This design comes from an exercise in tuning for small area and a short achievable clock period on the open sky130 flow, not from production work. The RTL of this run was laid out without a check of its function.

==> flow/design.v <==
module fft_3_8 #(
 parameter DBW = 8,
 parameter CBW = 3) (
 input                  clk,
 input                  rstx,
 input                  clear,
 input      [  DBW-1:0] din,
 output reg [2*DBW-1:0] dout );
reg [2:0] cnt;
always @(posedge clk or negedge rstx)
  if (!rstx)      cnt <= 3'd0;
  else if (clear) cnt <= 3'd0;
  else            cnt <= cnt + 3'd1;
wire [7:0] ph  = 8'd1 << cnt;
reg [7:0] din_r, sr1, sr2, sr3, sr4, opb;
wire st1 = ph[5] | ph[6] | ph[7] | ph[0];
wire [9:0] sum = {{2{sr4[7]}}, sr4} + {{2{opb[7]}}, opb} + 10'd1;
wire [8:0] nd  = {opb[7], opb} - {sr4[7], sr4};
wire [7:0] s   = sum[8:1];
wire       sat = (sr4 == 8'h7f) && (opb == 8'h80);    
wire [7:0] q   = sat ? 8'h81 : nd[8:1];
always @(posedge clk) begin
  din_r <= din;
  sr1   <= st1 ? s : din_r;
  sr2   <= sr1;
  sr3   <= ph[1] ? s : sr2;              
  sr4   <= sr3;
  opb   <= (ph[0] | ph[1]) ? sr1 : ph[2] ? s : din;
end
reg [7:0] d0, d1, d2, d3;       
reg [7:0] c1, c5, x0, x4;       
always @(posedge clk) begin
  if (ph[5]) d0 <= q;
  if (ph[6]) d1 <= q;
  if (ph[7]) d2 <= q;
  if (ph[0]) d3 <= q;
  if (ph[1]) c1 <= q;
  if (ph[2]) c5 <= q;
  if (ph[3]) begin x0 <= s; x4 <= q; end
end
wire tneg = ph[2] | ph[4];
wire te   = ph[2] | ph[3];
wire [8:0] tq3 = {{2{d1[7]}}, d1[7:1]} ^ {9{tneg}};
wire [8:0] tq7 = {{2{d3[7]}}, d3[7:1]};
wire [1:0] tk  = {1'b0, tneg} + {1'b0, te & d3[0]};
wire [8:0] tsum = tq3 + tq7 + {7'd0, tk};
reg  [8:0] t;
always @(posedge clk) t <= tsum;
wire [13:0] tx = {{5{t[8]}}, t};
wire [13:0] q1 = tx << 5, q2 = tx << 3, q3 = tx << 2;
wire [13:0] ps1 = q1 ^ q2 ^ q3;
wire [13:0] pc1 = {(q1[12:0] & q2[12:0]) | (q1[12:0] & q3[12:0]) | (q2[12:0] & q3[12:0]), 1'b0};
wire [13:0] ps2 = ps1 ^ pc1 ^ tx;
wire [13:0] pc2 = {(ps1[12:0] & pc1[12:0]) | (ps1[12:0] & tx[12:0]) | (pc1[12:0] & tx[12:0]), 1'b0};
wire [13:0] p45 = ps2 + pc2;
wire        pz  = t[5:0] == 6'd0;         
wire [7:0] u1 = ~{d0[7], d0[7:1]} + 8'd2;
wire [7:0] mi = ({d2[7], d2} + 9'd3) >> 1;
wire [7:0] ni = ~{d2[7], d2[7:1]} + 8'd2;
reg [7:0] wu, wm, wn, h1, h2, g1, g2;
reg       z1, z2, y1, y2;
always @(posedge clk) begin
  if (ph[3]) begin h1 <= p45[13:6]; z1 <= pz; end         
  if (ph[4]) begin h2 <= p45[13:6]; z2 <= pz; end         
  if (ph[5]) begin g1 <= p45[13:6]; y1 <= pz;             
                   wu <= u1; wm <= mi; wn <= ni; end
  if (ph[6]) begin g2 <= p45[13:6]; y2 <= pz; end         
end
wire rx0  = ph[6];                                 
wire rx4  = ph[7];                                 
wire rc1  = ph[0] | ph[1];                         
wire rcx  = ph[2] | ph[3] | ph[4] | ph[5];         
wire rh   = ph[2] | ph[3];
wire rg   = ph[4] | ph[5];
wire rinv = ph[3] | ph[4];
wire rci  = ph[7] | ph[0] | ph[1];
wire rzh  = ph[3];
wire rzg  = ph[4];
wire ic5  = ph[0];                                 
wire ic6  = ph[1];                                 
wire im   = rh;
wire in   = rg;
wire ih   = rh;
wire ig   = rg;
wire iinv = ph[3] | ph[5];
wire ione = rc1;
wire izh  = ph[3];
wire izg  = ph[5];
wire [8:0] are = ({9{rx0}} & {x0, 1'b0})
               | ({9{rx4}} & {~x4, 1'b1})
               | ({9{rc1}} & ~{c1[7], c1})
               | ({9{rcx}} & {wu[7], wu});
wire [7:0] bre = (({8{rh}} & h1) | ({8{rg}} & g1)) ^ {8{rinv}};
wire [8:0] bre9 = {bre[7], bre} | {8'd0, rc1};
wire       cre = rci | (rzh & z1) | (rzg & y1);
wire [8:0] vre = are + bre9 + {8'd0, cre};
wire [8:0] aim = ({9{ic5}} & {c5[7], c5})
               | ({9{ic6}} & ~{c5[7], c5})
               | ({9{im}} & {wm[7], wm})
               | ({9{in}} & {wn[7], wn});
wire [7:0] bim = (({8{ih}} & h2) | ({8{ig}} & g2)) ^ {8{iinv}};
wire [8:0] bim9 = {bim[7], bim} | {8'd0, ic6};
wire       cim = ione | (izh & z2) | (izg & y2);
wire [8:0] vim = aim + bim9 + {8'd0, cim};
always @(posedge clk) dout <= {vim[8:1], vre[8:1]};
endmodule
==> flow/flow/run.sh <==
#!/bin/bash
set -euo pipefail
MARGIN=${MARGIN:-6.5}
sed "s/SETUP_SLACK_MARGIN=[0-9.]*/SETUP_SLACK_MARGIN=$MARGIN/" standard.sh > margin_flow.sh
bash margin_flow.sh > margin_flow.log 2>&1
==> flow/standard.sh <==
#!/bin/bash
# synth_recipe.tcl (not shown) runs the flow's synth.tcl, then flattens the netlist and writes it again
# the make line also repeats each setting of config.mk as NAME=value (left out here)
make -C /OpenROAD-flow-scripts/flow DESIGN_CONFIG=/design/flow/config.mk WORK_HOME=/design/flow/orfs CLKGATE_MAP_FILE= SYNTH_SCRIPT=/design/flow/synth_recipe.tcl "${@:-finish}"
==> flow/config.mk <==
export PLATFORM = sky130hd
export DESIGN_NAME = fft_3_8
export DESIGN_NICKNAME = fft_3_8
export VERILOG_FILES = /design/flow/design.v
export SDC_FILE = /design/flow/constraint.sdc
export NUM_CORES = 4
export LEC_CHECK = 0
export CAP_MARGIN = 20
export CORE_MARGIN = 2
export CORE_UTILIZATION = 40
export CTS_CLUSTER_DIAMETER = 100
export CTS_CLUSTER_SIZE = 30
export SETUP_SLACK_MARGIN = 5
export SLEW_MARGIN = 20
==> flow/constraint.sdc <==
create_clock -name core_clock -period 9.5 [get_ports {clk}]
set_input_delay 1.9000 -clock core_clock [delete_from_list [all_inputs] [get_ports {clk}]]
set_output_delay 1.9000 -clock core_clock [all_outputs]
set_load 0.01 [all_outputs]
==> results.cfg <==
[setup_path]
max_stage_delay_ns = 0.57
critPathBufInv = 2
crit_chain = buf_4 -> fa_1 -> fa_1 -> ha_4 -> nor2b_2 -> a311oi_4 -> buf_4 -> o21bai_4 -> a21oi_2 -> xnor2_2
cp.required_ns = 9.66
r2r_slack_ns = 6.40
crit_family = adder cells
critPathKind = reg2reg
cp_max_fo = 5
cp_data_arrival_time_ns = 3.26
start_kind = register
end_kind = register
cp_slowest_cell = fa_1

[layout]
num-fill-cells = 2059
largest_reg_flops = 16
seqCellArea_sq_mm = 0.00522
regMostFlops = dout
area_growth_pct = 21.2
drive_gt1_frac = 0.201
multi_input_area_sq_mm = 0.00430
largestRegisters = dout (16), t (9)
fin_nets = 952
insertedDiodeCount = 0

[floorplan]
die_y_microns = 158
core_area_sq_mm = 0.0233
initial_utilization = 0.404
num_rows = 56
die_w_microns = 158
boundaryPins = 27
die_area_sq_mm = 0.0248

[hold_path]
hold_class = reg2reg

[timing]
setup_tns_ns = 0
post-route-min-period_ns = 3.10
finalCritPeriodShare = 0.326
drv_slew = 0
setup_violations = 0
fin_skew_ns = 0.00713
tightest_slew_ns = 1.08
fmax_mhz = 322
hold_viol = 0
rsz0062_at_grt = yes
relSlewSlack = 0.276

[global_route]
grt_usage = 0.170
grt_pass1_vias = 5839
grt_pass1_wl_microns = 31400
antenna_found_initial = 0
grt_max_degree = 25
grt_overflow_total = 0

[cts]
clk_pin_slew_ns = 0.07
ctsRootBufferMaster = clkbuf_16
clk-insertion-delay-late_ns = 0.43
htree_levels = 4
cts_tree = yes
cts_made_buffers = 17
clock-sinks = 198
clockBufferDepth = 2
postCtsHoldBufs = 0

[route]
route.detailed.drc = 0
first_iter_violations = 353
antenna_left = 0
wire_per_inst_microns = 17.5
via_per_inst = 5.02
vias = 5921
first_pass_iters = 4
drt-total-wl_microns = 20600

[job]
maxCapViolations = 0

[synthesis]
yosys.cell_types.count = 68
synth-main-ff-cell = edfxtp_1
yosysMostFrequentCell = edfxtp_1
yosysSeqAreaShare = 0.551
ys_async_sr_fraction = 0.0152
yosys_register_bits = 198
yosys.area.top_type_share = 0.388
yosysTopAreaCell = edfxtp_1
ys_warn_count = 1
synth_nets = 876
synth_edf_count = 122
netlist_instances = 772
synth_common_cells = edfxtp_1 (122), ha_1 (75), dfxtp_1 (73)
synth.top_cells.by_area = edfxtp_1 (39%), dfxtp_1 (15%), ha_1 (9.9%), fa_1 (3.8%), xnor2_1 (3.7%)
synth_area_sq_mm = 0.00943
synth.avg_cell_area_sq_um = 12.2

[placed_design]
gp_congestion = 0.814
io_buffer_count = 26
dp_hpwl_microns = 13700

[status]
status = complete, no violations
-- worst paths after layout --
check	startpoint	endpoint	depth (start not counted)
min in group asynchronous	rstx	cnt[2]$_DFF_PN0_	1
min reg2reg	sr3[6]$_DFF_P_	sr4[6]$_DFF_P_	0
min	sr3[6]$_DFF_P_	sr4[6]$_DFF_P_	0
max reg2reg	t[5]$_DFF_P_	g1[5]$_DFFE_PP_	10
max in group asynchronous	rstx	cnt[1]$_DFF_PN0_	1
max	t[5]$_DFF_P_	g1[5]$_DFFE_PP_	10
-- stage by stage --
step | utilization | cell area, sq um | instances | worst slack [ns] | hold WS, ns
global placement | 0.432 | 10100 | 1102 | 5.72 | 0.310
global route | 0.490 | 11400 | 1180 | 6.28 | 0.331
finish | 0.490 | 11400 | 1180 | 6.40 | 0.328
detailed placement | 0.432 | 10100 | 1102 | 5.66 | 0.312
CTS | 0.477 | 11100 | 1166 | 6.32 | 0.328
floorplan | - | 9490 | 772 | 6.48 | 0.310
-- per-layer routing --
metal  part of all wire  global-route usage  wire, microns  vias up
met2               0.48               0.276           9940       95
met5                  0                   0              0        -
li1                   -                   -              -     2886
met1               0.48               0.232           9840     2924
met4              0.010              0.0407            210        0
met3              0.030              0.0385            617       16
-- layout by cell type (no fill, tap or decap), types with 4 or more instances in the layout --
master,netlist,layout
a21o_1,7,7
a21oi_1,26,20
a21oi_2,1,5
a221o_1,11,11
a221o_2,5,5
a22oi_1,16,13
and3_1,8,8
buf_4,1,41
buf_6,3,6
clkbuf_16,0,19
clkdlybuf4s50_1,0,10
dfxtp_1,73,67
dfxtp_4,0,4
dlygate4sd2_1,0,16
edfxtp_1,122,122
fa_1,18,15
ha_1,75,59
ha_4,0,14
inv_1,71,61
inv_2,1,6
inv_4,0,5
nand2_1,49,47
nand2b_1,6,6
nand3_1,6,6
nand4_1,4,4
nor2_1,43,43
nor2b_1,9,7
nor3_1,16,16
o211ai_1,6,6
o21a_1,4,4
o21ai_0,37,32
o21ai_1,3,4
o21ai_2,0,4
o22ai_1,5,5
xnor2_1,40,34
xnor2_2,0,5
xor2_1,32,31
-- final cells by class --
type,instances,share of cell area
timing repair buffer,74,0.0550
sequential,198,0.457
multi-input combinational,484,0.376
tap,319,0.0349
clock buffer,23,0.0438
inverter,73,0.0264
clock inverter,9,0.00766
-- logic make-up (layout without fill, tap and decap cells) --
logic type / after synthesis / in the layout / synth area share
adder cells (fa/ha/maj): 93 / 93 / 0.138
buffers and inverters: 93 / 179 / 0.0401
multiplexers: 5 / 5 / 0.00650
XOR/XNOR: 72 / 72 / 0.0669
AO/OA/AOI/OAI: 149 / 149 / 0.111
AND/OR/NAND/NOR: 162 / 165 / 0.0869
flip-flops: 198 / 198 / 0.551
-- worst register-to-register path: cells and delay by family (launching register included) --
family                     cells  cell delay, ns
buffers and inverters          2            0.33
xor gates and xnor gates       1            0.13
adders and majority gates      3            1.29
and+or+nand+nor                1            0.17
DFF                            1            0.37
AOI/OAI and AO/OA              3            0.55
-- repair_timing --
action / in CTS / in global routing
gates cloned: 3 / 0
resized for setup: 67 / 45
endpoints found under the setup margin: 63 / 30
setup buffers: 29 / 14
pin swaps: 19 / 27
hold endpoints to repair: 0 / 0

-- what the ideal ports hide --
No port has a modelled driver above. Below, the same layout with a new extraction and two added sets of constraints.
Step 1 assumes that a clkbuf_16 drives the clock port and a buf_2 every other input.
Step 2 moves the port delays by t, midway between the first and last clock arrival at a register: inputs arrive t later, outputs are due t later. That takes back most of the time a late clock gives input paths.
Slacks: ideal ports / drivers / drivers and shift; pairs: ideal ports / drivers.
t, ns: 0.473
setup WS [ns]: 6.399 / 6.399 / 6.399
worst hold slack (ns): 0.328 / 0.328 / 0.328
slew at the worst register clock pin (ns): 0.07 / 0.07
After both steps setup and hold are still met in this run. For this run, drivers alone change the setup slack by 0.000 ns; drivers and shift together by 0.000 ns.
